Background: an optimization exercise with open tools, aiming at small area and a short achievable clock period. Do not read the settings as production practice.
In this exercise RTL edits were held to simulation tests only and were not proved equivalent to the original.
No activity file was given, so power comes from the tool's default toggle rates.

==> job 1335: inputs <==
==> flow/design.v (excerpt) <==
module FPM(A, B, SUM, clk);
  input [31:0] A, B;
  input clk;
  output [31:0] SUM;
  wire       s0_sgn = A[31] ^ B[31];
  wire [7:0] s0_exp = A[30:23] + B[30:23] + 8'h81;
  wire n1 = A[1] & A[0];
  wire n2 = A[1] ^ A[0];
  wire n3 = A[2] & A[1];
  wire n4 = A[2] ^ A[1];
  wire n5 = A[3] & A[2];
  wire n6 = A[3] ^ A[2];
  wire n7 = A[4] & A[3];
  wire n8 = A[4] ^ A[3];
  wire n9 = A[5] & A[4];
  wire n10 = A[5] ^ A[4];
  wire n11 = A[6] & A[5];
  wire n12 = A[6] ^ A[5];
  wire n13 = A[7] & A[6];
  wire n14 = A[7] ^ A[6];
  wire n15 = A[8] & A[7];
  wire n16 = A[8] ^ A[7];
  wire n17 = A[9] & A[8];
  wire n18 = A[9] ^ A[8];
  wire n19 = A[10] & A[9];
  wire n20 = A[10] ^ A[9];
  wire n21 = A[11] & A[10];
  wire n22 = A[11] ^ A[10];
  wire n23 = A[12] & A[11];
  wire n24 = A[12] ^ A[11];
  wire n25 = A[13] & A[12];
  wire n26 = A[13] ^ A[12];
  wire n27 = A[14] & A[13];
  wire n28 = A[14] ^ A[13];
  wire n29 = A[15] & A[14];
  wire n30 = A[15] ^ A[14];
  wire n31 = A[16] & A[15];
  wire n32 = A[16] ^ A[15];
  wire n33 = A[17] & A[16];
  wire n34 = A[17] ^ A[16];
  wire n35 = A[18] & A[17];
  wire n36 = A[18] ^ A[17];
  wire n37 = A[19] & A[18];
  wire n38 = A[19] ^ A[18];
  wire n39 = A[20] & A[19];
  wire n40 = A[20] ^ A[19];
  wire n41 = A[21] & A[20];
  wire n42 = A[21] ^ A[20];
  wire n43 = A[22] & A[21];
  wire n44 = A[22] ^ A[21];
  wire n45 = 1'b1 & A[22];
  wire n46 = 1'b1 ^ A[22];
  wire n47 = n1 | (n2 & 1'b0);
  wire n48 = n2 & A[0];
  wire n49 = n3 | (n4 & n1);
  wire n50 = n4 & n2;
  wire n51 = n5 | (n6 & n3);
  wire n52 = n6 & n4;
  wire n53 = n7 | (n8 & n5);
  wire n54 = n8 & n6;
  wire n55 = n9 | (n10 & n7);
  wire n56 = n10 & n8;
  ...
export LEC_CHECK = 0
export CAP_MARGIN = 20
export CORE_MARGIN = 2
export CORE_UTILIZATION = 55
export CTS_CLUSTER_DIAMETER = 100
export CTS_CLUSTER_SIZE = 32
export SETUP_SLACK_MARGIN = 0.95
export SLEW_MARGIN = 20
export SYNTH_HIERARCHICAL = 1
export SYNTH_MINIMUM_KEEP_SIZE = 0
create_clock -name core_clock -period 3.0 [get_ports {clk}]
standard.sh (not shown) runs the stock make flow with config.mk's settings and CLKGATE_MAP_FILE= SYNTH_SCRIPT=/design/flow/synth_recipe.tcl, a recipe that flattens the netlist after the stock synthesis.
==> flow/flow/run.sh <==
#!/bin/bash
# Layout: the standard ORFS flow (standard.sh, unchanged synthesis and
# steps), except that the buffers global placement puts on the input and
# output ports are plain buffers (buf_1, resized later as timing needs)
# instead of the delay cell buffer_ports picks by default.
set -euo pipefail
cd "$(dirname "$0")/.."
export BUFFER_PORTS_ARGS="-buffer_cell sky130_fd_sc_hd__buf_2"
bash standard.sh > standard_flow.log 2>&1
==> job 5568 (differences from job 1335) <==
--- a/flow/flow/run.sh
+++ b/flow/flow/run.sh
@@ -6,4 +6,4 @@
 set -euo pipefail
 cd "$(dirname "$0")/.."
-export BUFFER_PORTS_ARGS="-buffer_cell sky130_fd_sc_hd__buf_2"
+export BUFFER_PORTS_ARGS="-buffer_cell sky130_fd_sc_hd__buf_1"
 bash standard.sh > standard_flow.log 2>&1
CTS_CLUSTER_DIAMETER = unset   (was 100)
CTS_CLUSTER_SIZE = unset   (was 32)
==> job 4836 (differences from job 1335) <==
==> flow/run.sh (new file) <==
#!/bin/bash
# synth_recipe.tcl (not shown) runs the flow's synth.tcl, then flattens the netlist and writes it again
# the make line also repeats each setting of config.mk as NAME=value (left out here)
make -C /OpenROAD-flow-scripts/flow DESIGN_CONFIG=/design/flow/config.mk WORK_HOME=/design/flow/orfs CLKGATE_MAP_FILE= SYNTH_SCRIPT=/design/flow/synth_recipe.tcl finish
CTS_CLUSTER_DIAMETER = 60   (was 100)
removed: flow/flow/run.sh
removed: flow/standard.sh
==> run notes <==
- The summed area of non-filler cells in the final layout is 30300 µm².
- Leaving out filler cells and counting taps, the final layout contains 2932.
- The total clock buffers created by CTS is 40.
- The initial antenna violation count came to 4.
- The net switching component of the power is 0.00984 W.
- The run finished with no timing, DRC or antenna violations.
- The via count of the first global-routing pass was 17.0k.
- In this run the critical register-to-register path is captured at r2_m[175].
- Per report_power, the Sequential row totals 0.0134 W.
- The first-pass iteration count of the detailed router is 5.
[end of results for job 4836]
==> run notes <==
- The via count of the first global-routing pass was 16.8k.
- In the finished design the tool counted flip-flops and latches totalling 624.
- The die covers 50300 µm².
- Sorting the synthesized cells by area gives the leading types as sky130_fd_sc_hd__dfxtp_1 47%, sky130_fd_sc_hd__fa_1 13%, sky130_fd_sc_hd__xnor2_1 8.6%.
- The initial antenna violation count came to 7.
- The flow ran to the end and the layout has no timing, DRC or antenna violations.
- The net switching component of the power is 0.00905 W.
- The global-route track usage on met2 is 38.1%.
- The first-pass iteration count of the detailed router is 6.
- The total sequential power is 0.0135 W.
- The leakage dissipation is 11.9 nW.
- Once layout is complete, the cells apart from fillers number 2879.
- The buffer depth of the longest clock path is 3.
- The endpoint identified for the worst register-to-register timing path is r2_m[122].
[end of results for job 1335]
==> run notes <==
- After routing the design area is 30300 µm².
- The capture point of the worst reg-to-reg path is r2_m[66].
- The total clock buffers created by CTS is 60.
- The first-pass iteration count of the detailed router is 6.
- The run finished with no timing, DRC or antenna violations.
- The non-filler instance count after layout is 2959.
- The total sequential power is 0.0135 W.
- The initial antenna violation count came to 4.
[end of results for job 5568]

========
==> inputs of job 397 <==
FPM again, from the RTL that the note above started with.
clock: 3.0 ns
lec_check: 0
cap_margin: 20
core_margin: 2
core_utilization: 55
cts_cluster_diameter: 100
cts_cluster_size: 32
setup_slack_margin: 0.95
slew_margin: 20
synth_hierarchical: 1
synth_minimum_keep_size: 0
run.sh (not shown) runs the stock make flow with config.mk's settings and CLKGATE_MAP_FILE= SYNTH_SCRIPT=/design/flow/synth_recipe.tcl, a recipe that flattens the netlist after the stock synthesis.
Stock flow here: none of the scripts above is used.
==> job 6122: changes against job 397 <==
CORE_UTILIZATION = 65   (was 55)
PLACE_DENSITY = 0.8   (was default)
==> job 1712: changes against job 397 <==
ABC_AREA = 1   (was default)
==> comparison <==
- Against job 6122, the cell count of job 1712 is larger by 14%.
- In job 397 the clock power is smaller than in job 1712, by about 5%.
- Between job 1712 and job 397, the lower maximum frequency is in job 1712 (gap 2.6%, measured against job 397).
- Against job 6122, the synthesized cell count of job 1712 is larger by 9.9%.
- Between job 1712 and job 6122, the lower clock skew is in job 6122 (gap 0.0095 ns).
- Job 1712 passed the timing, design-rule and antenna checks. Job 397 produced a clean layout. Job 6122 produced a clean layout.
- The lowest wire length belongs to job 6122, the highest to job 1712.
- In job 6122 the first-iteration DRC count is higher than in job 1712, by about 2.3%.
- The lowest final area belongs to job 6122, the highest to job 1712.
- Die area, lowest first: job 6122, job 397, job 1712.
==> figures <==
item                                                                                     job 397                   job 1712                  job 6122
Status                                                          no timing/DRC/antenna violations  no timing/DRC/antenna violations  no timing/DRC/antenna violations
Power share of the clock group                                                             14.8%                      15.3%                     13.8%
Buffer share of cell area                                                                 5.441%                     6.130%                    5.444%
Parity-gate share of the synthesized area counting xor and xnor cells                     9.414%                     8.604%                    9.414%
Critical path class                                                                    in -> reg                 reg -> reg                 in -> reg
Area of combinational cells with multiple inputs                                       13430 µm²                  13390 µm²                 13440 µm²
Clock group                                                                              4.00 mW                    4.19 mW                   3.75 mW
Total Routing Usage GR                                                                    24.08%                     28.49%                    27.98%
Largest net degree at the start of global routing                                             33                         47                        33
Non-filler instance count after layout                                                      2888                       3185                      2795
HP Start                                                                                    A[0]                       A[2]                      A[0]
Multi-input comb cells                                                                      1321                       1437                      1321
Highest achievable clock rate                                                         0.4950 GHz                 0.4820 GHz                0.4854 GHz
Drt initial violations                                                                      1496                       1991                      2036
Number of non-clock inverters                                                                108                        225                       108
Area used by sequential logic in the layout                                            12520 µm²                  12510 µm²                 12530 µm²
Average size of a mapped cell                                                          12.03 µm²                  11.27 µm²                 12.03 µm²
Slowest-stage cell, CP                                                 sky130_fd_sc_hd__a221oi_4  sky130_fd_sc_hd__a221oi_1  sky130_fd_sc_hd__nor4b_2
Fraction of area in multi-input gates                                                     45.68%                     44.22%                    45.98%

==> separate check: timing with driven ports <==
In the flow no input, the clock included, has a driving cell. The finished layouts below were timed again as built, in two steps.
Step 1 (the two cells are an assumption about what drives the block):
set clk [get_ports {clk}]
set_driving_cell -lib_cell sky130_fd_sc_hd__clkbuf_16 $clk
set_driving_cell -lib_cell sky130_fd_sc_hd__buf_2 [delete_from_list [all_inputs] $clk]
Step 2 times the ports against the registers' clock, not the clock port: input delays grow and output delays shrink by t, the midpoint of the rising clock arrivals with the driver on.
Slacks: ideal ports / drivers / drivers and shift; pairs: ideal ports / drivers.
run	shift t [ns]	setup WS [ns]	worst slew at a driven data input, ns
job 1335	0.643	0.983 / 0.993 / 0.350	0.08
job 5568	0.676	0.877 / 0.889 / 0.212	0.09
job 4836	0.637	0.948 / 0.948 / 0.342	0.08
job 397	0.653	0.980 / 0.993 / 0.371	0.08
job 6122	0.631	0.940 / 0.950 / 0.349	0.08
job 1712	0.672	0.925 / 0.925 / 0.355	0.05
After both steps setup and hold are still met in every run listed. The setup slack of job 5568, which loses most, moves by +0.012 ns with the drivers and by -0.665 ns with both steps.
